What follows belongs to an exercise in optimizing a design on an open flow for small area and a short achievable clock period; a production flow would make more cautious choices.
Only simulation tests tie the RTL to the original design; equivalence was not proved.
Power is estimated from default activity; no workload was simulated.

## flow/constraint.sdc

```tcl
create_clock -name core_clock -period 11.0 [get_ports {clock}]
set_input_delay 2.2000 -clock core_clock [delete_from_list [all_inputs] [get_ports {clock}]]
set_output_delay 2.2000 -clock core_clock [all_outputs]
set_load 0.01 [all_outputs]
```

## flow/design.v

```verilog
parameter Z_2 = 2'bZZ;
parameter Z_4 = 4'bZZZZ;
parameter Z_8 = 8'bZZZZZZZZ;
parameter Z_16 = 16'bZZZZZZZZZZZZZZZZ;
parameter IDLE = 2'b00;
parameter WRITE_CONTROL = 2'b01;
parameter READ_CONTROL = 2'b10;
parameter REG_SP = 4'b1000;
parameter REG_EPC = 4'b1001;
parameter REG_ESP = 4'b1010;
parameter REG_IH = 4'b1011;
parameter REG_RA = 4'b1100;
parameter OP_ADDIU = 5'b01001;
parameter OP_ADDIU3 = 5'b01000;
parameter OP_B = 5'b00010;
parameter OP_BEQZ = 5'b00100;
parameter OP_BNEZ = 5'b00101;
parameter OP_LI = 5'b01101;
parameter OP_LW = 5'b10011;
parameter OP_SW = 5'b11011;
parameter OP_ADDSP3 = 5'b00000;
parameter OP_CMPI = 5'b01110;
parameter OP_LW_SP = 5'b10010;
parameter OP_SW_SP = 5'b11010;
parameter OP_INT = 5'b11111;
parameter OP_BTEQZ_PREFIX = 5'b01100;
parameter OP_BTEQZ_SUFFIX = 3'b000;
parameter OP_ADDSP_PREFIX = 5'b01100;
parameter OP_ADDSP_SUFFIX = 3'b011;
parameter OP_MTSP_PREFIX = 5'b01100;
parameter OP_MTSP_SUFFIX = 3'b100;
parameter OP_AND_PREFIX = 5'b11101;
parameter OP_AND_SUFFIX = 5'b01100;
parameter OP_CMP_PREFIX = 5'b11101;
parameter OP_CMP_SUFFIX = 5'b01010;
parameter OP_OR_PREFIX = 5'b11101;
parameter OP_OR_SUFFIX = 5'b01101;
parameter OP_NOT_PREFIX = 5'b11101;
parameter OP_NOT_SUFFIX = 5'b01111;
parameter OP_SLLV_PREFIX = 5'b11101;
parameter OP_SLLV_SUFFIX = 5'b00100;
parameter OP_SLTU_PREFIX = 5'b11101;
parameter OP_SLTU_SUFFIX = 5'b00011;
parameter OP_JR_PREFIX = 5'b11101;
parameter OP_JR_MIDFIX = 3'b000;
parameter OP_JR_SUFFIX = 5'b00000;
parameter OP_MFPC_PREFIX = 5'b11101;
parameter OP_MFPC_MIDFIX = 3'b010;
parameter OP_MFPC_SUFFIX = 5'b00000;
parameter OP_JALR_PREFIX = 5'b11101;
parameter OP_JALR_MIDFIX = 3'b110;
parameter OP_JALR_SUFFIX = 5'b00000;
parameter OP_JRRA_PREFIX = 5'b11101;
parameter OP_JRRA_MIDFIX = 3'b001;
parameter OP_JRRA_SUFFIX = 5'b00000;
parameter OP_MFIH_PREFIX = 5'b11110;
parameter OP_MFIH_SUFFIX = 8'b00000000;
parameter OP_MTIH_PREFIX = 5'b11110;
parameter OP_MTIH_SUFFIX = 8'b00000001;
parameter OP_SLL_PREFIX = 5'b00110;
parameter OP_SLL_SUFFIX = 2'b00;
parameter OP_SRA_PREFIX = 5'b00110;
parameter OP_SRA_SUFFIX = 2'b11;
parameter OP_SUBU_PREFIX = 5'b11100;
parameter OP_SUBU_SUFFIX = 2'b11;
parameter OP_ADDU_PREFIX = 5'b11100;
parameter OP_ADDU_SUFFIX = 2'b01;
parameter OP_NOP = 16'b0000100000000000;
module ByPass (
  input [3:0] sourceAddress,
  input [15:0] sourceValue,
  input [3:0] updatedAddress,
  input [15:0] updatedValue,
  output [15:0] selectedValue
);
assign selectedValue = updatedAddress == sourceAddress ? updatedValue : sourceValue;
endmodule
module Forwarder (
	input clk,
	input rst,
	input [15:0] in,
	output reg [15:0] out
);
reg [15:0] temp;
always @ (negedge clk or negedge rst) begin
	if (!rst) begin
		temp <= 0;
	end else begin
		temp <= in;
	end
end
always @ (posedge clk or negedge rst) begin
	if (!rst) begin
		out <= 0;
	end else begin
		out <= temp;
	end
end
endmodule
module Forwarder4Bit (
	input clk,
	input rst,
	input [3:0] in,
	output reg [3:0] out
);
reg [3:0] temp;
always @ (negedge clk or negedge rst) begin
	if (!rst) begin
		temp <= 0;
	end else begin
		temp <= in;
	end
end
always @ (posedge clk or negedge rst) begin
	if (!rst) begin
		out <= 0;
	end else begin
		out <= temp;
	end
end
endmodule
module InterruptSelector (
  input [15:0] normalInstruction,
  input [15:0] interruptInstruction,
  input interruptSignal,
  output [15:0] selectedInstruction
);
assign selectedInstruction = interruptSignal ? interruptInstruction : normalInstruction;
endmodule
module HardwareInterruptHandler (
  input clock, 
  input reset,
  input interruptSignal,
  input handInterruptSignalIn,
  output interruptSignalOut
);
reg [3:0] handSignalCache;
always @ (posedge clock or negedge reset) begin
  if (!reset) begin
    handSignalCache <= 4'b1111;
  end else begin
    handSignalCache[0] <= handSignalCache[1];
    handSignalCache[1] <= handSignalCache[2];
    handSignalCache[2] <= handSignalCache[3];
    handSignalCache[3] <= handInterruptSignalIn;
  end
end
assign interruptSignalOut = (handSignalCache[0] && handSignalCache[1] && !handSignalCache[2] && !handSignalCache[3]) ?  1'b1   :  interruptSignal;
endmodule
module InterruptHandler (
  input clock,
  input reset,
  input [3:0] interruptIndexIn,
  input interruptSignalIn,
  output reg interruptSignalOut,
  output reg [15:0] interruptInstructionOut
);
parameter OP_ADDIU = 5'b01001;
parameter OP_ADDIU3 = 5'b01000;
parameter OP_B = 5'b00010;
parameter OP_BEQZ = 5'b00100;
parameter OP_BNEZ = 5'b00101;
parameter OP_LI = 5'b01101;
parameter OP_LW = 5'b10011;
parameter OP_SW = 5'b11011;
parameter OP_ADDSP3 = 5'b00000;
parameter OP_CMPI = 5'b01110;
parameter OP_LW_SP = 5'b10010;
parameter OP_SW_SP = 5'b11010;
parameter OP_INT = 5'b11111;
parameter OP_BTEQZ_PREFIX = 5'b01100;
parameter OP_BTEQZ_SUFFIX = 3'b000;
parameter OP_ADDSP_PREFIX = 5'b01100;
parameter OP_ADDSP_SUFFIX = 3'b011;
parameter OP_MTSP_PREFIX = 5'b01100;
parameter OP_MTSP_SUFFIX = 3'b100;
parameter OP_AND_PREFIX = 5'b11101;
parameter OP_AND_SUFFIX = 5'b01100;
parameter OP_CMP_PREFIX = 5'b11101;
parameter OP_CMP_SUFFIX = 5'b01010;
parameter OP_OR_PREFIX = 5'b11101;
parameter OP_OR_SUFFIX = 5'b01101;
parameter OP_NOT_PREFIX = 5'b11101;
parameter OP_NOT_SUFFIX = 5'b01111;
parameter OP_SLLV_PREFIX = 5'b11101;
parameter OP_SLLV_SUFFIX = 5'b00100;
parameter OP_SLTU_PREFIX = 5'b11101;
parameter OP_SLTU_SUFFIX = 5'b00011;
parameter OP_JR_PREFIX = 5'b11101;
parameter OP_JR_MIDFIX = 3'b000;
parameter OP_JR_SUFFIX = 5'b00000;
parameter OP_MFPC_PREFIX = 5'b11101;
parameter OP_MFPC_MIDFIX = 3'b010;
parameter OP_MFPC_SUFFIX = 5'b00000;
parameter OP_JALR_PREFIX = 5'b11101;
parameter OP_JALR_MIDFIX = 3'b110;
parameter OP_JALR_SUFFIX = 5'b00000;
parameter OP_JRRA_PREFIX = 5'b11101;
parameter OP_JRRA_MIDFIX = 3'b001;
parameter OP_JRRA_SUFFIX = 5'b00000;
parameter OP_MFIH_PREFIX = 5'b11110;
parameter OP_MFIH_SUFFIX = 8'b00000000;
parameter OP_MTIH_PREFIX = 5'b11110;
parameter OP_MTIH_SUFFIX = 8'b00000001;
parameter OP_SLL_PREFIX = 5'b00110;
parameter OP_SLL_SUFFIX = 2'b00;
parameter OP_SRA_PREFIX = 5'b00110;
parameter OP_SRA_SUFFIX = 2'b11;
parameter OP_SUBU_PREFIX = 5'b11100;
parameter OP_SUBU_SUFFIX = 2'b11;
parameter OP_ADDU_PREFIX = 5'b11100;
parameter OP_ADDU_SUFFIX = 2'b01;
parameter OP_NOP = 16'b0000100000000000;
reg [3:0] interruptState;
reg [3:0] interruptIndex;
reg insideInterrupt;
localparam STATE_TOTAL = 10;
always @ (negedge clock or negedge reset) begin
  if (!reset) begin
    interruptState <= 1;
    interruptIndex <= 0;
    insideInterrupt <= 0;
  end else begin
    if (interruptSignalIn == 1 && insideInterrupt == 0 && interruptState == 1) begin
      interruptIndex <= interruptIndexIn;
      insideInterrupt <= 1;
    end else if (interruptState < STATE_TOTAL && insideInterrupt == 1) begin
      interruptState <= interruptState + 1;
    end else if (interruptState == STATE_TOTAL) begin
      interruptState <= 1;
      insideInterrupt <= 0;
      interruptIndex <= 0;
    end
  end
end
always @ (posedge clock or negedge reset) begin
  if (!reset) begin
    interruptInstructionOut <= OP_NOP;
    interruptSignalOut <= 0;
  end else begin
    if (insideInterrupt == 1) begin 
	    interruptInstructionOut <= {8'hF8, interruptState, interruptIndex};
		  interruptSignalOut <= 1;
	  end else begin
	    interruptInstructionOut <= OP_NOP;
		  interruptSignalOut <= 0;
	  end
  end
end
endmodule
module InstructionFetcher (
	input clk,
	input rst,
	input [15:0] current_PC,  
	input [15:0] mem_read,  
	output reg [15:0] current_IR_addr,
	output reg [15:0] current_IR
);
parameter OP_ADDIU = 5'b01001;
parameter OP_ADDIU3 = 5'b01000;
parameter OP_B = 5'b00010;
parameter OP_BEQZ = 5'b00100;
parameter OP_BNEZ = 5'b00101;
parameter OP_LI = 5'b01101;
parameter OP_LW = 5'b10011;
parameter OP_SW = 5'b11011;
parameter OP_ADDSP3 = 5'b00000;
parameter OP_CMPI = 5'b01110;
parameter OP_LW_SP = 5'b10010;
parameter OP_SW_SP = 5'b11010;
parameter OP_INT = 5'b11111;
parameter OP_BTEQZ_PREFIX = 5'b01100;
parameter OP_BTEQZ_SUFFIX = 3'b000;
parameter OP_ADDSP_PREFIX = 5'b01100;
parameter OP_ADDSP_SUFFIX = 3'b011;
parameter OP_MTSP_PREFIX = 5'b01100;
parameter OP_MTSP_SUFFIX = 3'b100;
parameter OP_AND_PREFIX = 5'b11101;
parameter OP_AND_SUFFIX = 5'b01100;
parameter OP_CMP_PREFIX = 5'b11101;
parameter OP_CMP_SUFFIX = 5'b01010;
parameter OP_OR_PREFIX = 5'b11101;
parameter OP_OR_SUFFIX = 5'b01101;
parameter OP_NOT_PREFIX = 5'b11101;
parameter OP_NOT_SUFFIX = 5'b01111;
parameter OP_SLLV_PREFIX = 5'b11101;
parameter OP_SLLV_SUFFIX = 5'b00100;
parameter OP_SLTU_PREFIX = 5'b11101;
parameter OP_SLTU_SUFFIX = 5'b00011;
parameter OP_JR_PREFIX = 5'b11101;
parameter OP_JR_MIDFIX = 3'b000;
parameter OP_JR_SUFFIX = 5'b00000;
parameter OP_MFPC_PREFIX = 5'b11101;
parameter OP_MFPC_MIDFIX = 3'b010;
parameter OP_MFPC_SUFFIX = 5'b00000;
parameter OP_JALR_PREFIX = 5'b11101;
parameter OP_JALR_MIDFIX = 3'b110;
parameter OP_JALR_SUFFIX = 5'b00000;
parameter OP_JRRA_PREFIX = 5'b11101;
parameter OP_JRRA_MIDFIX = 3'b001;
parameter OP_JRRA_SUFFIX = 5'b00000;
parameter OP_MFIH_PREFIX = 5'b11110;
parameter OP_MFIH_SUFFIX = 8'b00000000;
parameter OP_MTIH_PREFIX = 5'b11110;
parameter OP_MTIH_SUFFIX = 8'b00000001;
parameter OP_SLL_PREFIX = 5'b00110;
parameter OP_SLL_SUFFIX = 2'b00;
parameter OP_SRA_PREFIX = 5'b00110;
parameter OP_SRA_SUFFIX = 2'b11;
parameter OP_SUBU_PREFIX = 5'b11100;
parameter OP_SUBU_SUFFIX = 2'b11;
parameter OP_ADDU_PREFIX = 5'b11100;
parameter OP_ADDU_SUFFIX = 2'b01;
parameter OP_NOP = 16'b0000100000000000;
always @ (negedge clk) begin
	current_IR_addr <= current_PC;
end
always @ (negedge rst or posedge clk) begin
	if (!rst) begin
		current_IR <= OP_NOP;
	end else begin
		current_IR <= mem_read;
	end
end
endmodule
module InstructionDecoder (
  input clock,
  input reset,
  input [15:0] currentInstruction,
  output reg [3:0] firstRegisiterAddress,
  output reg [3:0] secondRegisiterAddress,   
  output reg [3:0] targetRegisiterAddress,
  output reg [2:0] jumpControl,
  output reg [3:0] interruptIndex,
  output reg interruptSignal,
  output reg interruptInstructionSignal
);
parameter OP_ADDIU = 5'b01001;
parameter OP_ADDIU3 = 5'b01000;
parameter OP_B = 5'b00010;
parameter OP_BEQZ = 5'b00100;
parameter OP_BNEZ = 5'b00101;
parameter OP_LI = 5'b01101;
parameter OP_LW = 5'b10011;
parameter OP_SW = 5'b11011;
parameter OP_ADDSP3 = 5'b00000;
parameter OP_CMPI = 5'b01110;
parameter OP_LW_SP = 5'b10010;
parameter OP_SW_SP = 5'b11010;
parameter OP_INT = 5'b11111;
parameter OP_BTEQZ_PREFIX = 5'b01100;
parameter OP_BTEQZ_SUFFIX = 3'b000;
parameter OP_ADDSP_PREFIX = 5'b01100;
parameter OP_ADDSP_SUFFIX = 3'b011;
parameter OP_MTSP_PREFIX = 5'b01100;
parameter OP_MTSP_SUFFIX = 3'b100;
parameter OP_AND_PREFIX = 5'b11101;
parameter OP_AND_SUFFIX = 5'b01100;
parameter OP_CMP_PREFIX = 5'b11101;
parameter OP_CMP_SUFFIX = 5'b01010;
parameter OP_OR_PREFIX = 5'b11101;
parameter OP_OR_SUFFIX = 5'b01101;
parameter OP_NOT_PREFIX = 5'b11101;
parameter OP_NOT_SUFFIX = 5'b01111;
parameter OP_SLLV_PREFIX = 5'b11101;
parameter OP_SLLV_SUFFIX = 5'b00100;
parameter OP_SLTU_PREFIX = 5'b11101;
parameter OP_SLTU_SUFFIX = 5'b00011;
parameter OP_JR_PREFIX = 5'b11101;
parameter OP_JR_MIDFIX = 3'b000;
parameter OP_JR_SUFFIX = 5'b00000;
parameter OP_MFPC_PREFIX = 5'b11101;
parameter OP_MFPC_MIDFIX = 3'b010;
parameter OP_MFPC_SUFFIX = 5'b00000;
parameter OP_JALR_PREFIX = 5'b11101;
parameter OP_JALR_MIDFIX = 3'b110;
parameter OP_JALR_SUFFIX = 5'b00000;
parameter OP_JRRA_PREFIX = 5'b11101;
parameter OP_JRRA_MIDFIX = 3'b001;
parameter OP_JRRA_SUFFIX = 5'b00000;
parameter OP_MFIH_PREFIX = 5'b11110;
parameter OP_MFIH_SUFFIX = 8'b00000000;
parameter OP_MTIH_PREFIX = 5'b11110;
parameter OP_MTIH_SUFFIX = 8'b00000001;
parameter OP_SLL_PREFIX = 5'b00110;
parameter OP_SLL_SUFFIX = 2'b00;
parameter OP_SRA_PREFIX = 5'b00110;
parameter OP_SRA_SUFFIX = 2'b11;
parameter OP_SUBU_PREFIX = 5'b11100;
parameter OP_SUBU_SUFFIX = 2'b11;
parameter OP_ADDU_PREFIX = 5'b11100;
parameter OP_ADDU_SUFFIX = 2'b01;
parameter OP_NOP = 16'b0000100000000000;
parameter Z_2 = 2'bZZ;
parameter Z_4 = 4'bZZZZ;
parameter Z_8 = 8'bZZZZZZZZ;
parameter Z_16 = 16'bZZZZZZZZZZZZZZZZ;
parameter IDLE = 2'b00;
parameter WRITE_CONTROL = 2'b01;
parameter READ_CONTROL = 2'b10;
parameter REG_SP = 4'b1000;
parameter REG_EPC = 4'b1001;
parameter REG_ESP = 4'b1010;
parameter REG_IH = 4'b1011;
parameter REG_RA = 4'b1100;
localparam NONE_CONTROL = 3'b000;
localparam B_CONTROL = 3'b001;
localparam BEQZ_CONTROL = 3'b010;
localparam BNEZ_CONTROL = 3'b011;
localparam BTEQZ_CONTROL = 3'b100;
localparam JR_CONTROL = 3'b101;
localparam JALR_CONTROL = 3'b110;
localparam JRRA_CONTROL = 3'b111;
reg [15:0] instruction;
wire [3:0] firstParameter = {1'b0, instruction[10:8]};
wire [3:0] secondParameter = {1'b0, instruction[7:5]};
wire [3:0] thirdParameter = {1'b0, instruction[4:2]};
always @ (negedge clock or negedge reset) begin
  if (!reset) begin
    instruction <= OP_NOP;
  end else begin
    instruction <= currentInstruction;
  end
end
always @ (posedge clock or negedge reset) begin
  firstRegisiterAddress <= 0;
  secondRegisiterAddress <= 0;
  targetRegisiterAddress <= 4'hf;
  interruptSignal <= 0;
  interruptIndex <= 0;
  interruptInstructionSignal <= 0;
  jumpControl <= NONE_CONTROL;
  if (!reset) begin
    firstRegisiterAddress <= 0;
    secondRegisiterAddress <= 0;
    interruptSignal <= 0;
    interruptIndex <= 0;
    interruptInstructionSignal <= 0;
    targetRegisiterAddress <= 4'hf;
    jumpControl <= NONE_CONTROL;
  end else begin
    case (instruction[15:11])
      OP_ADDIU: begin
        targetRegisiterAddress <= firstParameter;
        firstRegisiterAddress <= firstParameter;
      end
      OP_ADDIU3: begin
        targetRegisiterAddress <= secondParameter;
        firstRegisiterAddress <= firstParameter;
      end
      OP_B: begin
        jumpControl <= B_CONTROL;
      end
      OP_BEQZ: begin
        jumpControl <= BEQZ_CONTROL;
        firstRegisiterAddress <= firstParameter;
      end
      OP_BNEZ: begin
        jumpControl <= BNEZ_CONTROL;
        firstRegisiterAddress <= firstParameter;
      end
      OP_LI: begin
        targetRegisiterAddress <= firstParameter;
      end
      OP_LW: begin
        targetRegisiterAddress <= secondParameter;
        firstRegisiterAddress <= firstParameter;
      end
      OP_SW: begin
        firstRegisiterAddress <= firstParameter;
        secondRegisiterAddress <= secondParameter;
      end
      OP_ADDSP3: begin
        targetRegisiterAddress <= firstParameter;
        secondRegisiterAddress <= REG_SP;
      end
      OP_CMPI: begin
        firstRegisiterAddress <= firstParameter;
      end
      OP_LW_SP: begin
        targetRegisiterAddress <= firstParameter;
        secondRegisiterAddress <= REG_SP;
      end
      OP_SW_SP: begin
        firstRegisiterAddress <= firstParameter;
        secondRegisiterAddress <= REG_SP;
      end
      OP_INT: begin
        case (instruction[7:4])
          0: begin
            interruptSignal <= 1;
            interruptIndex <= instruction[3:0];
          end
          1: begin 
            targetRegisiterAddress <= REG_EPC;
          end
          2: begin
            targetRegisiterAddress <= REG_ESP;
            firstRegisiterAddress <= REG_SP;
          end
          3: begin
            targetRegisiterAddress <= REG_SP;
          end
          4: begin
            firstRegisiterAddress <= REG_EPC;
            secondRegisiterAddress <= REG_SP;
          end
          5: begin
            secondRegisiterAddress <= REG_SP;
          end
          6: begin
            firstRegisiterAddress <= REG_ESP;
            secondRegisiterAddress <= REG_SP;
          end
          7: begin
				interruptInstructionSignal <= 1;
            firstRegisiterAddress <= REG_IH;
          end
        endcase
      end
      5'b01100: begin
        case (instruction[10:8])
          OP_BTEQZ_SUFFIX: begin
            jumpControl <= BTEQZ_CONTROL;
          end
          OP_ADDSP_SUFFIX: begin
            targetRegisiterAddress <= REG_SP;
            secondRegisiterAddress <= REG_SP;
          end
          OP_MTSP_SUFFIX: begin
            targetRegisiterAddress <= REG_SP;
            secondRegisiterAddress <= secondParameter;
          end
        endcase
      end
      5'b11101: begin
        case (instruction[4:0])
          OP_AND_SUFFIX: begin
            targetRegisiterAddress <= firstParameter;
            firstRegisiterAddress  <= firstParameter;
            secondRegisiterAddress <= secondParameter;
          end
          OP_CMP_SUFFIX: begin
            firstRegisiterAddress <= firstParameter;
            secondRegisiterAddress <= secondParameter;
          end
          OP_OR_SUFFIX: begin
            targetRegisiterAddress <= firstParameter;
            firstRegisiterAddress <= firstParameter;
            secondRegisiterAddress <= secondParameter;
          end
          OP_NOT_SUFFIX: begin
            targetRegisiterAddress <= firstParameter;
            secondRegisiterAddress <= secondParameter;
          end
          OP_SLLV_SUFFIX: begin
            targetRegisiterAddress <= secondParameter;
            firstRegisiterAddress <= firstParameter;
            secondRegisiterAddress <= secondParameter;
          end
          OP_SLTU_SUFFIX: begin
            firstRegisiterAddress <= firstParameter;
            secondRegisiterAddress <= secondParameter;
          end
          5'b00000: begin
            case (instruction[7:5])
              OP_JR_MIDFIX: begin
				    jumpControl <= JR_CONTROL;
                firstRegisiterAddress <= firstParameter;
              end
              OP_MFPC_MIDFIX: begin
                targetRegisiterAddress <= firstParameter;
              end
              OP_JALR_MIDFIX: begin
				    jumpControl <= JALR_CONTROL;
                targetRegisiterAddress <= REG_RA;
                firstRegisiterAddress <= firstParameter;
              end
              OP_JRRA_MIDFIX: begin
				    jumpControl <= JRRA_CONTROL;
                firstRegisiterAddress <= REG_RA;
              end
            endcase
          end
        endcase
      end
      5'b11110: begin
        case (instruction[7:0])
          OP_MFIH_SUFFIX: begin
            targetRegisiterAddress <= firstParameter;
            firstRegisiterAddress <= REG_IH;
          end
          OP_MTIH_SUFFIX: begin
            targetRegisiterAddress <= REG_IH;
            firstRegisiterAddress <= firstParameter;
          end
        endcase
      end
      5'b00110: begin
        case (instruction[1:0])
          OP_SLL_SUFFIX: begin
            targetRegisiterAddress <= firstParameter;
            secondRegisiterAddress <= secondParameter;
          end
          OP_SRA_SUFFIX: begin
            targetRegisiterAddress <= firstParameter;
            secondRegisiterAddress <= secondParameter;
          end
        endcase
      end
      5'b11100: begin
        case (instruction[1:0])
          OP_SUBU_SUFFIX: begin
            targetRegisiterAddress <= thirdParameter;
            firstRegisiterAddress <= firstParameter;
            secondRegisiterAddress <= secondParameter;
          end
          OP_ADDU_SUFFIX: begin
            targetRegisiterAddress <= thirdParameter;
            firstRegisiterAddress <= firstParameter;
            secondRegisiterAddress <= secondParameter;
          end
        endcase
      end
      default: begin
      end
    endcase
  end
end
endmodule
module ProgramCounterAdder (
  input clock,
  input reset,
  input [15:0] currentPC,
  input [15:0] currentInstruction,
  input [15:0] finalRegisterValue,
  input t,
  input interruptSignal,
  input interruptInstructionSignal,
  input [2:0] jumpControl,
  output [15:0] nextPC
);
localparam NONE_CONTROL = 3'b000;
localparam B_CONTROL = 3'b001;
localparam BEQZ_CONTROL = 3'b010;
localparam BNEZ_CONTROL = 3'b011;
localparam BTEQZ_CONTROL = 3'b100;
localparam JR_CONTROL = 3'b101;
reg [15:0] instruction, jumpPC;
reg [15:0] programCounterRegister;
reg jump;
wire [15:0] immediateSignExtend_8bit = {instruction[7] ? 8'hff : 8'h00, instruction[7:0]};
wire [15:0] immediateSignExtend_11bit = {instruction[10] ?  5'b11111 : 5'b00000, instruction[10:0]};
always @ (negedge clock or negedge reset) begin
  if (!reset) begin
    instruction <= 16'h8000;  
    programCounterRegister <= 16'hffff;  
  end else begin
    instruction <= currentInstruction;
    programCounterRegister <= currentPC;
  end
end
always @ (*) begin
  jumpPC = 0;
  jump = 0;
  if (!reset) begin
    jumpPC = 0;
    jump = 0;
  end else begin
    case (jumpControl)
      NONE_CONTROL: begin
        jumpPC = 0;
        jump = 0;
      end
      B_CONTROL: begin
        jumpPC = programCounterRegister + immediateSignExtend_11bit;
        jump = 1;
      end
      BEQZ_CONTROL: begin
        if (finalRegisterValue == 0) begin
          jumpPC = programCounterRegister + immediateSignExtend_8bit;
          jump = 1;
        end
      end
      BNEZ_CONTROL: begin
        if (finalRegisterValue != 0) begin
          jumpPC = programCounterRegister + immediateSignExtend_8bit;
          jump = 1;
        end
      end
      BTEQZ_CONTROL: begin
        if (t == 0) begin
          jumpPC = programCounterRegister + immediateSignExtend_8bit;
          jump = 1;
        end
      end
      JR_CONTROL: begin
        jumpPC = finalRegisterValue;
        jump = 1;
      end
    endcase
  end
end
assign nextPC = interruptInstructionSignal ? finalRegisterValue : (interruptSignal ? programCounterRegister : (jump ? jumpPC : programCounterRegister + 1));
endmodule
module ArithmeticLogicalUnit (
  input clock,
  input reset,
  input [15:0] finalFirstRegisterValue,
  input [15:0] finalSecondRegisterValue,
  input [15:0] currentProgramCounter,
  input [15:0] currentInstruction,
  output reg [15:0] targetValue,
  output reg tRead
);
reg tWriteEnable;
reg tToWrite;
reg [15:0] programCounter;
reg [15:0] instruction;
reg [15:0] firstRegisterValue;
reg [15:0] secondRegisterValue;
wire [15:0] immediateSignExtend_8bit = {instruction[7] ? 8'hff : 8'h00, instruction[7:0]};
wire [15:0] immediateSignExtend_11bit = {instruction[10] ?  5'b11111 : 5'b00000, instruction[10:0]};
wire [15:0] immediateZeroExtend_8bit = {8'h00, instruction[7:0]};
wire [15:0] immediateSignExtend_4bit = {instruction[3] ? 12'hfff : 12'h000, instruction[3:0]};
wire [3:0] shiftImmediate = instruction[4:2] ? instruction[4:2] : 8;
parameter OP_ADDIU = 5'b01001;
parameter OP_ADDIU3 = 5'b01000;
parameter OP_B = 5'b00010;
parameter OP_BEQZ = 5'b00100;
parameter OP_BNEZ = 5'b00101;
parameter OP_LI = 5'b01101;
parameter OP_LW = 5'b10011;
parameter OP_SW = 5'b11011;
parameter OP_ADDSP3 = 5'b00000;
parameter OP_CMPI = 5'b01110;
parameter OP_LW_SP = 5'b10010;
parameter OP_SW_SP = 5'b11010;
parameter OP_INT = 5'b11111;
parameter OP_BTEQZ_PREFIX = 5'b01100;
parameter OP_BTEQZ_SUFFIX = 3'b000;
parameter OP_ADDSP_PREFIX = 5'b01100;
parameter OP_ADDSP_SUFFIX = 3'b011;
parameter OP_MTSP_PREFIX = 5'b01100;
parameter OP_MTSP_SUFFIX = 3'b100;
parameter OP_AND_PREFIX = 5'b11101;
parameter OP_AND_SUFFIX = 5'b01100;
parameter OP_CMP_PREFIX = 5'b11101;
parameter OP_CMP_SUFFIX = 5'b01010;
parameter OP_OR_PREFIX = 5'b11101;
parameter OP_OR_SUFFIX = 5'b01101;
parameter OP_NOT_PREFIX = 5'b11101;
parameter OP_NOT_SUFFIX = 5'b01111;
parameter OP_SLLV_PREFIX = 5'b11101;
parameter OP_SLLV_SUFFIX = 5'b00100;
parameter OP_SLTU_PREFIX = 5'b11101;
parameter OP_SLTU_SUFFIX = 5'b00011;
parameter OP_JR_PREFIX = 5'b11101;
parameter OP_JR_MIDFIX = 3'b000;
parameter OP_JR_SUFFIX = 5'b00000;
parameter OP_MFPC_PREFIX = 5'b11101;
parameter OP_MFPC_MIDFIX = 3'b010;
parameter OP_MFPC_SUFFIX = 5'b00000;
parameter OP_JALR_PREFIX = 5'b11101;
parameter OP_JALR_MIDFIX = 3'b110;
parameter OP_JALR_SUFFIX = 5'b00000;
parameter OP_JRRA_PREFIX = 5'b11101;
parameter OP_JRRA_MIDFIX = 3'b001;
parameter OP_JRRA_SUFFIX = 5'b00000;
parameter OP_MFIH_PREFIX = 5'b11110;
parameter OP_MFIH_SUFFIX = 8'b00000000;
parameter OP_MTIH_PREFIX = 5'b11110;
parameter OP_MTIH_SUFFIX = 8'b00000001;
parameter OP_SLL_PREFIX = 5'b00110;
parameter OP_SLL_SUFFIX = 2'b00;
parameter OP_SRA_PREFIX = 5'b00110;
parameter OP_SRA_SUFFIX = 2'b11;
parameter OP_SUBU_PREFIX = 5'b11100;
parameter OP_SUBU_SUFFIX = 2'b11;
parameter OP_ADDU_PREFIX = 5'b11100;
parameter OP_ADDU_SUFFIX = 2'b01;
parameter OP_NOP = 16'b0000100000000000;
parameter Z_2 = 2'bZZ;
parameter Z_4 = 4'bZZZZ;
parameter Z_8 = 8'bZZZZZZZZ;
parameter Z_16 = 16'bZZZZZZZZZZZZZZZZ;
parameter IDLE = 2'b00;
parameter WRITE_CONTROL = 2'b01;
parameter READ_CONTROL = 2'b10;
parameter REG_SP = 4'b1000;
parameter REG_EPC = 4'b1001;
parameter REG_ESP = 4'b1010;
parameter REG_IH = 4'b1011;
parameter REG_RA = 4'b1100;
always @ (negedge clock or negedge reset) begin
  if (!reset) begin
    programCounter <= 0;
    instruction <= OP_NOP;
    firstRegisterValue <= 0;
    secondRegisterValue <= 0;
  end else begin
    programCounter <= currentProgramCounter;
    instruction <= currentInstruction;
    firstRegisterValue <= finalFirstRegisterValue;
    secondRegisterValue <= finalSecondRegisterValue;
  end
end
always @(posedge clock or negedge reset) begin
  if (!reset) begin
    tWriteEnable <= 1;
    tToWrite <= 0;
    targetValue <= 0;
    tRead <= 0;
  end else begin
    case (instruction[15:11])
      OP_ADDIU: begin
        targetValue <= firstRegisterValue + immediateSignExtend_8bit;
      end
      OP_ADDIU3: begin
        targetValue <= firstRegisterValue + immediateSignExtend_4bit;
      end
      OP_LI: begin
        targetValue <= immediateZeroExtend_8bit;
      end
      OP_SW: begin
        targetValue <= secondRegisterValue;
      end		  
      OP_ADDSP3: begin
        targetValue <= secondRegisterValue + immediateSignExtend_8bit;
      end
      OP_CMPI: begin
        tToWrite <= firstRegisterValue != immediateSignExtend_8bit;
        if (tWriteEnable) tRead <= firstRegisterValue != immediateSignExtend_8bit;
        tWriteEnable <= 0;
      end
      OP_SW_SP: begin
		    targetValue <= firstRegisterValue;
		  end
      OP_INT: begin
        case (instruction[7:4])
          1: begin 
            targetValue <= programCounter;
          end
          2: begin
            targetValue <= firstRegisterValue;
          end
          3: begin
            targetValue <= 16'hBF20;
          end
          4: begin
            targetValue <= firstRegisterValue;
          end 
          5: begin
            targetValue <= instruction[3:0];
          end
          6: begin
            targetValue <= firstRegisterValue;
          end 
        endcase
      end
      5'b01100: begin
        case (instruction[10:8])
          OP_ADDSP_SUFFIX: begin
            targetValue <= secondRegisterValue + immediateSignExtend_8bit;
          end
          OP_MTSP_SUFFIX: begin
            targetValue <= secondRegisterValue;
          end
        endcase
      end
      5'b11101: begin
        case (instruction[4:0])
          OP_AND_SUFFIX: begin
            targetValue <= firstRegisterValue & secondRegisterValue;
          end
          OP_CMP_SUFFIX: begin
            tToWrite <= firstRegisterValue != secondRegisterValue;
            if (tWriteEnable) tRead <= firstRegisterValue != secondRegisterValue;
            tWriteEnable <= 0;
          end
          OP_OR_SUFFIX: begin
            targetValue <= firstRegisterValue | secondRegisterValue;
          end
          OP_NOT_SUFFIX: begin
            targetValue <= ~secondRegisterValue;
          end
          OP_SLLV_SUFFIX: begin
            targetValue <= secondRegisterValue << firstRegisterValue;
          end
          OP_SLTU_SUFFIX: begin
            tToWrite <= $unsigned(firstRegisterValue) < $unsigned(secondRegisterValue);
            if (tWriteEnable) tRead <= $unsigned(firstRegisterValue) < $unsigned(secondRegisterValue);
            tWriteEnable <= 0;
          end
          5'b00000: begin
            case (instruction[7:5])
              OP_MFPC_MIDFIX: begin
                targetValue <= programCounter;
              end
              OP_JALR_MIDFIX: begin
                targetValue <= programCounter;
              end
            endcase
          end
        endcase
      end
      5'b11110: begin
        case (instruction[7:0])
          OP_MFIH_SUFFIX: begin
            targetValue <= firstRegisterValue;
          end
          OP_MTIH_SUFFIX: begin
            targetValue <= firstRegisterValue;
          end
        endcase
      end
      5'b00110: begin
        case (instruction[1:0])
          OP_SLL_SUFFIX: begin
            targetValue <= secondRegisterValue << shiftImmediate;
          end
          OP_SRA_SUFFIX: begin
            targetValue <= secondRegisterValue >>> shiftImmediate;
          end
        endcase
      end
      5'b11100: begin
        case (instruction[1:0])
          OP_SUBU_SUFFIX: begin
            targetValue <= firstRegisterValue - secondRegisterValue;
          end
          OP_ADDU_SUFFIX: begin
            targetValue <= firstRegisterValue + secondRegisterValue;
          end
        endcase
      end
      default: begin
			tWriteEnable <= 1;
			targetValue <= 0;
      end
    endcase
  end
end
endmodule
module MemoryAddressCalculator (
	input clk,
	input rst,
	input [15:0] instruction_in,
	input [15:0] first_register_value,
	input [15:0] second_reigster_value,
	output reg [1:0] memory_control,
	output reg [15:0] memory_address
);
wire [15:0] immediate_from_5;
wire [15:0] immediate_from_8;
reg [15:0] instruction;
reg [15:0] rm_1, rm_2;
parameter OP_ADDIU = 5'b01001;
parameter OP_ADDIU3 = 5'b01000;
parameter OP_B = 5'b00010;
parameter OP_BEQZ = 5'b00100;
parameter OP_BNEZ = 5'b00101;
parameter OP_LI = 5'b01101;
parameter OP_LW = 5'b10011;
parameter OP_SW = 5'b11011;
parameter OP_ADDSP3 = 5'b00000;
parameter OP_CMPI = 5'b01110;
parameter OP_LW_SP = 5'b10010;
parameter OP_SW_SP = 5'b11010;
parameter OP_INT = 5'b11111;
parameter OP_BTEQZ_PREFIX = 5'b01100;
parameter OP_BTEQZ_SUFFIX = 3'b000;
parameter OP_ADDSP_PREFIX = 5'b01100;
parameter OP_ADDSP_SUFFIX = 3'b011;
parameter OP_MTSP_PREFIX = 5'b01100;
parameter OP_MTSP_SUFFIX = 3'b100;
parameter OP_AND_PREFIX = 5'b11101;
parameter OP_AND_SUFFIX = 5'b01100;
parameter OP_CMP_PREFIX = 5'b11101;
parameter OP_CMP_SUFFIX = 5'b01010;
parameter OP_OR_PREFIX = 5'b11101;
parameter OP_OR_SUFFIX = 5'b01101;
parameter OP_NOT_PREFIX = 5'b11101;
parameter OP_NOT_SUFFIX = 5'b01111;
parameter OP_SLLV_PREFIX = 5'b11101;
parameter OP_SLLV_SUFFIX = 5'b00100;
parameter OP_SLTU_PREFIX = 5'b11101;
parameter OP_SLTU_SUFFIX = 5'b00011;
parameter OP_JR_PREFIX = 5'b11101;
parameter OP_JR_MIDFIX = 3'b000;
parameter OP_JR_SUFFIX = 5'b00000;
parameter OP_MFPC_PREFIX = 5'b11101;
parameter OP_MFPC_MIDFIX = 3'b010;
parameter OP_MFPC_SUFFIX = 5'b00000;
parameter OP_JALR_PREFIX = 5'b11101;
parameter OP_JALR_MIDFIX = 3'b110;
parameter OP_JALR_SUFFIX = 5'b00000;
parameter OP_JRRA_PREFIX = 5'b11101;
parameter OP_JRRA_MIDFIX = 3'b001;
parameter OP_JRRA_SUFFIX = 5'b00000;
parameter OP_MFIH_PREFIX = 5'b11110;
parameter OP_MFIH_SUFFIX = 8'b00000000;
parameter OP_MTIH_PREFIX = 5'b11110;
parameter OP_MTIH_SUFFIX = 8'b00000001;
parameter OP_SLL_PREFIX = 5'b00110;
parameter OP_SLL_SUFFIX = 2'b00;
parameter OP_SRA_PREFIX = 5'b00110;
parameter OP_SRA_SUFFIX = 2'b11;
parameter OP_SUBU_PREFIX = 5'b11100;
parameter OP_SUBU_SUFFIX = 2'b11;
parameter OP_ADDU_PREFIX = 5'b11100;
parameter OP_ADDU_SUFFIX = 2'b01;
parameter OP_NOP = 16'b0000100000000000;
parameter Z_2 = 2'bZZ;
parameter Z_4 = 4'bZZZZ;
parameter Z_8 = 8'bZZZZZZZZ;
parameter Z_16 = 16'bZZZZZZZZZZZZZZZZ;
parameter IDLE = 2'b00;
parameter WRITE_CONTROL = 2'b01;
parameter READ_CONTROL = 2'b10;
parameter REG_SP = 4'b1000;
parameter REG_EPC = 4'b1001;
parameter REG_ESP = 4'b1010;
parameter REG_IH = 4'b1011;
parameter REG_RA = 4'b1100;
assign immediate_from_5 = {instruction[4]? 11'b11111111111: 11'b00000000000, instruction[4:0]};
assign immediate_from_8 = {instruction[7]? 8'hFF: 8'h00, instruction[7:0]};
always @ (negedge clk or negedge rst) begin
	if (!rst) begin
		instruction <= 16'b0000100000000000;
		rm_1 <= 0;
		rm_2 <= 0;
	end else begin
		instruction <= instruction_in;
		rm_1 <= first_register_value;
		rm_2 <= second_reigster_value;
	end
end
always @ (posedge clk or negedge rst) begin
	if (!rst) begin
		memory_address <= 16'hFFFF;
		memory_control <= IDLE;
	end else begin
		case (instruction[15:11])
			OP_LW_SP: begin
				memory_address <= rm_2 + immediate_from_8;
				memory_control <= READ_CONTROL;
			end
			OP_LW: begin
				memory_address <= rm_1 + immediate_from_5;
				memory_control <= READ_CONTROL;
			end
			OP_SW_SP: begin
				memory_address <= rm_2 + immediate_from_8;
				memory_control <= WRITE_CONTROL;
			end
			OP_SW: begin
				memory_address <= rm_1 + immediate_from_5;
				memory_control <= WRITE_CONTROL;
			end
      OP_INT: begin
        case (instruction[7:4])
          4: begin
            memory_address <= rm_2;
            memory_control <= WRITE_CONTROL;
          end
          5: begin
            memory_address <= rm_2 + 1;
            memory_control <= WRITE_CONTROL;
          end
          6: begin
            memory_address <= rm_2 + 2;
            memory_control <= WRITE_CONTROL;
          end 
        endcase
      end
			default begin
				memory_address <= 16'hFFFF;
				memory_control <= IDLE;
			end
		endcase
	end
end
endmodule
module MemoryInterface (
	input clk,
	input rst,
	input [15:0] memory_address_from_cpu,
	input [15:0] target_value_from_cpu,
	input [1:0] memory_control_signal_from_cpu,
	input [15:0] data_fetched_from_memory,
	output reg [15:0] memory_address_to_memory,
	output [15:0] data_fetched_to_cpu,
	output reg [1:0] memory_control_signal_to_memory,
	output reg [15:0] target_value_to_memory
);
reg [15:0] memory_address_temp;
reg [1:0] memory_control_signal_temp;
reg [15:0] target_value_temp;
assign data_fetched_to_cpu = data_fetched_from_memory;
always @ (negedge clk or negedge rst) begin
	if (!rst) begin
		memory_address_temp <= 0;
		memory_control_signal_temp <= 0;
		target_value_temp <= 0;
	end else begin
		memory_address_temp <= memory_address_from_cpu;
		memory_control_signal_temp <= memory_control_signal_from_cpu;
		target_value_temp <= target_value_from_cpu;
	end
end
always @ (posedge clk or negedge rst) begin
	if (!rst) begin
		memory_address_to_memory <= 0;
		memory_control_signal_to_memory <= 0;
		target_value_to_memory <= 0;
	end else begin
		memory_address_to_memory <= memory_address_temp;
		memory_control_signal_to_memory <= memory_control_signal_temp;
		target_value_to_memory <= target_value_temp;
	end
end
endmodule
module Selector (
  input clk, rst,
  input [1:0] memory_control,
  input [15:0] mem_data_read,
  input [15:0] alu_cal_result,
  output [15:0] select_cal_result
);
reg [15:0] temp_result;
reg [1:0] memory_control_temp;
always @ (negedge clk or negedge rst) begin
  if (!rst) begin
    temp_result <= 0;
    memory_control_temp <= 0;
  end
  else begin
    temp_result <= alu_cal_result;
	 memory_control_temp <= memory_control;
  end
end
assign select_cal_result = memory_control_temp[1]? mem_data_read : temp_result;
endmodule
module Register (
  input clock,
  input reset,
  input [3:0] firstRegisterAddress,
  input [3:0] secondRegisterAddress,
  input [3:0] targetRegisterAddress,
  input [15:0] targetValue,
  output [15:0] firstRegisterValueOrigin,
  output [15:0] secondRegisterValueOrigin,
  output [175:0] debug_registers
);
reg [207:0] registers;
assign debug_registers = {
    registers[0*16 +: 16],
    registers[1*16 +: 16],
    registers[2*16 +: 16],
    registers[3*16 +: 16],
    registers[4*16 +: 16],
    registers[5*16 +: 16],
    registers[6*16 +: 16],
    registers[7*16 +: 16],
    registers[8*16 +: 16],
    registers[9*16 +: 16],
    registers[10*16 +: 16]
};
assign firstRegisterValueOrigin = firstRegisterAddress <= 12 ? registers[firstRegisterAddress*16 +: 16] : 16'h0000;
assign secondRegisterValueOrigin = secondRegisterAddress <= 12 ? registers[secondRegisterAddress*16 +: 16] : 16'h0000;
always @ (negedge clock, negedge reset) begin
  if (!reset) begin
    registers <= 0;
  end else begin
    if (targetRegisterAddress <= 12) begin
      registers[targetRegisterAddress*16 +: 16] <= targetValue;
    end
  end
end
endmodule
module CentralProcessingUnit (
  input clock,
  input reset,
  input handInterruptSignalIn,
  input [15:0] IF_memory_read,
  output [15:0] IF_address,
  input [15:0] MEM_memory_read,
  output [1:0] MEM_memory_control,
  output [15:0] MEM_memory_address,
  output [15:0] MEM_target_value,
  output [175:0] register_value
);
wire [15:0] programCounter_0;   
wire [15:0] programCounter_1;   
wire [15:0] programCounter_2;   
wire [15:0] programCounter_3;   
wire [15:0] programCounter_4;   
wire [15:0] programCounter_5;   
wire [15:0] instruction_1_origin;
wire [15:0] instruction_1_selected;
wire [15:0] instruction_2;
wire [15:0] instruction_3;
wire [15:0] instruction_4;
wire [3:0] firstRegisterAddress;
wire [15:0] firstRegisterValueOrigin;
wire [15:0] firstRegisterValueMiddle;
wire [15:0] firstRegisterValueFinal;
wire [3:0] secondRegisterAddress;
wire [15:0] secondRegisterValueOrigin;
wire [15:0] secondRegisterValueMiddle;
wire [15:0] secondRegisterValueFinal;
wire [3:0] targetRegisterAddress_2;
wire [3:0] targetRegisterAddress_3;
wire [3:0] targetRegisterAddress_4;
wire [15:0] targetValue_3;
wire [15:0] targetValue_4;
wire t;
wire [2:0] jumpControl;
wire [1:0] memoryControl;
wire [15:0] dataMemoryAddress;
wire [15:0] dataFetched;
wire [3:0] interruptIndex;
wire interruptSignalDecoder;
wire interruptSignalHandler;
wire interruptSignalHardware;
wire interruptInstructionSignal;
wire [15:0] interruptInstruction;
ProgramCounterAdder pcAdder (
  clock,
  reset,
  programCounter_0,
  instruction_1_selected,
  firstRegisterValueFinal,
  t,
  interruptSignalHandler,
  interruptInstructionSignal,
  jumpControl,
  programCounter_0
);
InstructionFetcher fetcher (
  .clk(clock),
  .rst(reset),
  .current_PC(programCounter_0),
  .mem_read(IF_memory_read),
  .current_IR_addr(IF_address),
  .current_IR(instruction_1_origin)
);
InstructionDecoder decoder (
  clock,
  reset,
  instruction_1_selected,
  firstRegisterAddress,
  secondRegisterAddress,
  targetRegisterAddress_2,
  jumpControl,
  interruptIndex,
  interruptSignalDecoder,
  interruptInstructionSignal
);
InterruptHandler handler (
  clock,
  reset,
  interruptIndex,
  interruptSignalHardware,
  interruptSignalHandler,
  interruptInstruction
);
InterruptSelector interruptSelector (
  instruction_1_origin,
  interruptInstruction,
  interruptSignalHandler,
  instruction_1_selected
);
HardwareInterruptHandler hardwareHandler (
  clock, 
  reset,
  interruptSignalDecoder,
  handInterruptSignalIn,
  interruptSignalHardware
);
Forwarder programCounterForwarder_2 (
  clock,
  reset,
  programCounter_0,
  programCounter_2
);
Forwarder instructionForwarder_2 (
  clock,
  reset,
  instruction_1_selected,
  instruction_2
);
ByPass firstRegisiterByPass_II (
  firstRegisterAddress,
  firstRegisterValueOrigin,
  targetRegisterAddress_4,
  targetValue_4,
  firstRegisterValueMiddle
);
ByPass firstRegisiterByPass_I (
  firstRegisterAddress,
  firstRegisterValueMiddle,
  targetRegisterAddress_3,
  targetValue_3,
  firstRegisterValueFinal
);
ByPass secondRegisterByPass_II (
  secondRegisterAddress,
  secondRegisterValueOrigin,
  targetRegisterAddress_4,
  targetValue_4,
  secondRegisterValueMiddle
);
ByPass secondRegisterByPass_I (
  secondRegisterAddress,
  secondRegisterValueMiddle,
  targetRegisterAddress_3,
  targetValue_3,
  secondRegisterValueFinal
);
ArithmeticLogicalUnit alu (
  clock,
  reset,
  firstRegisterValueFinal,
  secondRegisterValueFinal,
  programCounter_2,
  instruction_2,
  targetValue_3,
  t
);
MemoryAddressCalculator addressCalculator (
  clock,
  reset,
  instruction_2,
  firstRegisterValueFinal,
  secondRegisterValueFinal,
  memoryControl,
  dataMemoryAddress
);
Forwarder4Bit targetRegisterAddressForwarder_3 (
  clock,
  reset,
  targetRegisterAddress_2,
  targetRegisterAddress_3
);
MemoryInterface memoryCommunicator (
  .clk(clock),
  .rst(reset),
  .memory_address_from_cpu(dataMemoryAddress),  
  .target_value_from_cpu(targetValue_3), 
  .memory_control_signal_from_cpu(memoryControl),  
  .data_fetched_from_memory(MEM_memory_read),
  .memory_address_to_memory(MEM_memory_address),
  .memory_control_signal_to_memory(MEM_memory_control),
  .target_value_to_memory(MEM_target_value),
  .data_fetched_to_cpu(dataFetched)     
);
Selector selector (
  .clk(clock),
  .rst(reset),
  .memory_control(memoryControl),
  .mem_data_read(dataFetched),
  .alu_cal_result(targetValue_3),
  .select_cal_result(targetValue_4)
);
Forwarder4Bit targetRegisterAddressForwarder_4 (
  clock,
  reset,
  targetRegisterAddress_3,
  targetRegisterAddress_4
);
Register register (
  clock,
  reset,
  firstRegisterAddress,
  secondRegisterAddress,
  targetRegisterAddress_4,
  targetValue_4,
  firstRegisterValueOrigin,
  secondRegisterValueOrigin,
  register_value
);
endmodule
```

## flow/run.sh

```bash
#!/bin/bash
# synth_recipe.tcl (not shown) runs the flow's synth.tcl, then flattens the netlist and writes it again
# the make line also repeats each setting of config.mk as NAME=value (left out here)
make -C /OpenROAD-flow-scripts/flow DESIGN_CONFIG=/design/flow/config.mk WORK_HOME=/design/flow/orfs CLKGATE_MAP_FILE= SYNTH_SCRIPT=/design/flow/synth_recipe.tcl finish
```

## flow/config.mk

```make
export PLATFORM = sky130hd
export DESIGN_NAME = CentralProcessingUnit
export DESIGN_NICKNAME = CentralProcessingUnit
export VERILOG_FILES = /design/flow/design.v
export SDC_FILE = /design/flow/constraint.sdc
export NUM_CORES = 4
export LEC_CHECK = 0
export CAP_MARGIN = 20
export CORE_MARGIN = 2
export CORE_UTILIZATION = 40
export PLACE_DENSITY = 0.6
export SLEW_MARGIN = 20
```

==> run notes <==
[path summary, 6_finish.rpt]
path                                                           end  slack [ps]
worst max-delay path             programCounterForwarder_2.temp[1]         580
worst min register to register  hardwareHandler.handSignalCache[0]         360
worst max register to register   programCounterForwarder_2.temp[1]         790
worst min-delay path            hardwareHandler.handSignalCache[0]         360
min in group asynchronous        decoder.secondRegisiterAddress[0]        1450
max in group asynchronous                   register.registers[63]        2560
[per-layer routing]
metal  vias to the layer above  track usage, %  share of wire [%]
li1                      12600               -                  -
met1                     13900            41.0                 42
met2                      1496            43.1                 44
met3                       271            6.50                9.9
met4                         4            10.8                4.1
met5                         -               0              0.020
[synth_stat cells, drive strengths merged, types with 16 or more instances]
cell and instances:
clkbuf 196, dfrtp 134, dfxtp 16, xor2 34, nand4 18, or2 19, nand3 55, o21bai 23
o221ai 23, ha 127, a22oi 38, a31oi 26, nand2 383, nor3 75, nand3b 19, nor4 18
a221oi 29, nor2 275, dfstp 45, mux2i 98, mux4 87, o21ai 345, nand2b 31, buf 223
and2 22, inv 85, dfrtn 353, nor2b 40, mux2 21, o22ai 30, a211oi 37, o21a 24
a21oi 246, xnor2 78, a21o 29
[logic make-up after synthesis]
family / after synthesis
AND/OR/NAND/NOR: 1019
buffers and inverters: 509
AO/OA/AOI/OAI: 1003
flip-flops: 548
adder cells (fa/ha/maj): 133
multiplexers: 206
XOR/XNOR: 112
[power by group]
| group | internal [mW] | switching [mW] |
|---|---|---|
| registers | 2.63 | 0.817 |
| clock network | 1.27 | 0.921 |
| logic | 1.71 | 2.09 |
[layout make-up]
type                            count  area (um^2)  share of cell area, %
Antenna cell                        1         2.50                0.00658
Clock inverter                     66          477                   1.25
Timing Repair Buffer              369         3480                   9.16
Inverter                           89          334                  0.879
Tap cell                         1070         1340                   3.52
Multi-Input combinational cell   2473        16900                   44.5
Sequential cell                   548        13700                   36.0
Clock buffer                       82         1750                   4.60
==> metrics.yaml <==
yosys:
  synth.area.top_cells: "dfrtn_1 27%, dfrtp_1 10%, mux4_2 5.9%"
  muxShareOfSynthArea_pct: 9.58
  ys.flop_type: "dfrtn_1"
  synth_nets: 3697
  synthCells: 3530
  synth_xor_area_share_pct: 2.96
  synth_fa_ha_area_share_pct: 5.12
  synth-seq-area-share_pct: 41.3
  yosysTopAreaCell: "dfrtn_1"
  synth_top_area_share_pct: 26.6
  synth-seq-cells: 548
  synth_cell_type_count: 93
  synth_edf_count: 0
  synth_simple_gate_area_share_pct: 14.1
  synth_top_family_by_area: "compound AO/OA/AOI/OAI gates"
  synth-compound-area-share_pct: 19.0
  netlist_area_mm2: 0.0332
  yosys_warnings: 28
  avgSynthCellArea_um2: 9.40
  ys_async_sr_fraction_pct: 97.1
final_layout:
  final_nets: 3743
  mostFrequentLayoutCells: "381 x nand2_1, 353 x dfrtn_1, 341 x o21ai_0"
  final_cells: 4698
  final_area_mm2: 0.0380
  nFillCells: 7798
  drive_above_1_share_pct: 12.0
  area_growth_pct: 14.6
  mostFrequentLayoutCell: "nand2_1"
  final_util_pct: 46.3
  largest_register_ffs: 208
  regMostFlops: "register.registers"
detailed_routing:
  drt_iter0_markers: 3477
  dr.pass1.iters: 8
  viasPerCell: 6.03
  vias: 28300
  drc: 0
  wl_per_cell_um: 26.7
  final_antenna_net_count: 0
  wirelength_um: 125000
global_routing:
  grt_pass1_wl_um: 184000
  gr-total-overflow: 0
  grt_max_degree: 153
  antenna_found_initial: 4
  grt_pass1_vias: 26900
  grt_usage_pct: 28.9
sta:
  setup_viol: 0
  setup_ws_ps: 584
  max_slew.worst_pin.slew_ps: 1140
  slew_viol_final: 0
  whs_ps: 357
  fin_tns_setup_ps: 0
  hold_viol_final: 0
  maxSlewHeadroom_pct: 24.0
  skew_ps: 92.4
  rsz0062_at_grt: "no"
job:
  maxCapViolCount: 0
cts:
  cts_buffer_depth: 3
  clockRootBuffer: "clkbuf_16"
  cts_resized: 0
  clkLatencyLatePin_ps: 670
  htree_levels: 2
  cts_hold_buf: 0
  cts_tree: "built"
  cts_setup_buffers: 0
  clkSinkCount: 548
  numCtsBuffers: 60
  cts.clk_slew.worst_paths_ps: 60
setup_path:
  cp-startpoint: "MEM_memory_read[15]"
  crit_slowest_cell: "or4b_1"
  worstSetupPathType: "in -> reg"
  path_max_fanout: 8
  endpoint_kind: "register"
  r2r_start: "decoder.firstRegisiterAddress[0]"
  worstPathRequired_ps: 5890
  crit_cells: 13
  path_buf_inv: 3
  arrival_ps: 5300
  critical-path-top-delay-family: "compound AO/OA/AOI/OAI gates"
  crit_chain: "clkdlybuf4s50_1 > mux2i_2 > inv_1 > a21oi_1 > o31ai_1 > a22o_1 > or4b_1 > o22a_1 > a21boi_4 > buf_4 > nand2_1 > a221oi_1 > o21ai_0"
  startpoint_type: "input port"
  slowest_delay_ps: 570
  reg2reg_depth: 12
placed_design:
  port_buffers: 260
  place_ws_ps: -67.7
  routabilityCongestion: 0.999
  post-place-cells: 4550
  detailed_place_hpwl_um: 93000
  postPlaceCellArea_mm2: 0.0358
floorplan:
  die_height_um: 292
  rows: 105
  core-area_mm2: 0.0821
  io_pins: 261
  fp.dieW_um: 292
  initial_core_util_pct: 40.4
  die_area_mm2: 0.0852
worst_hold_path:
  hp-class: "reg -> reg"
  worstHoldStart: "hardwareHandler.handSignalCache[1]"
  hold_depth: 0
pwr:
  finalPower_mw: 9.43
  irDropWorstVdd_mv: 0.136
  powerDensity_mw_per_mm2: 248
  leakagePower_nw: 15.7
outcome:
  status: "timing/DRC/antenna clean"
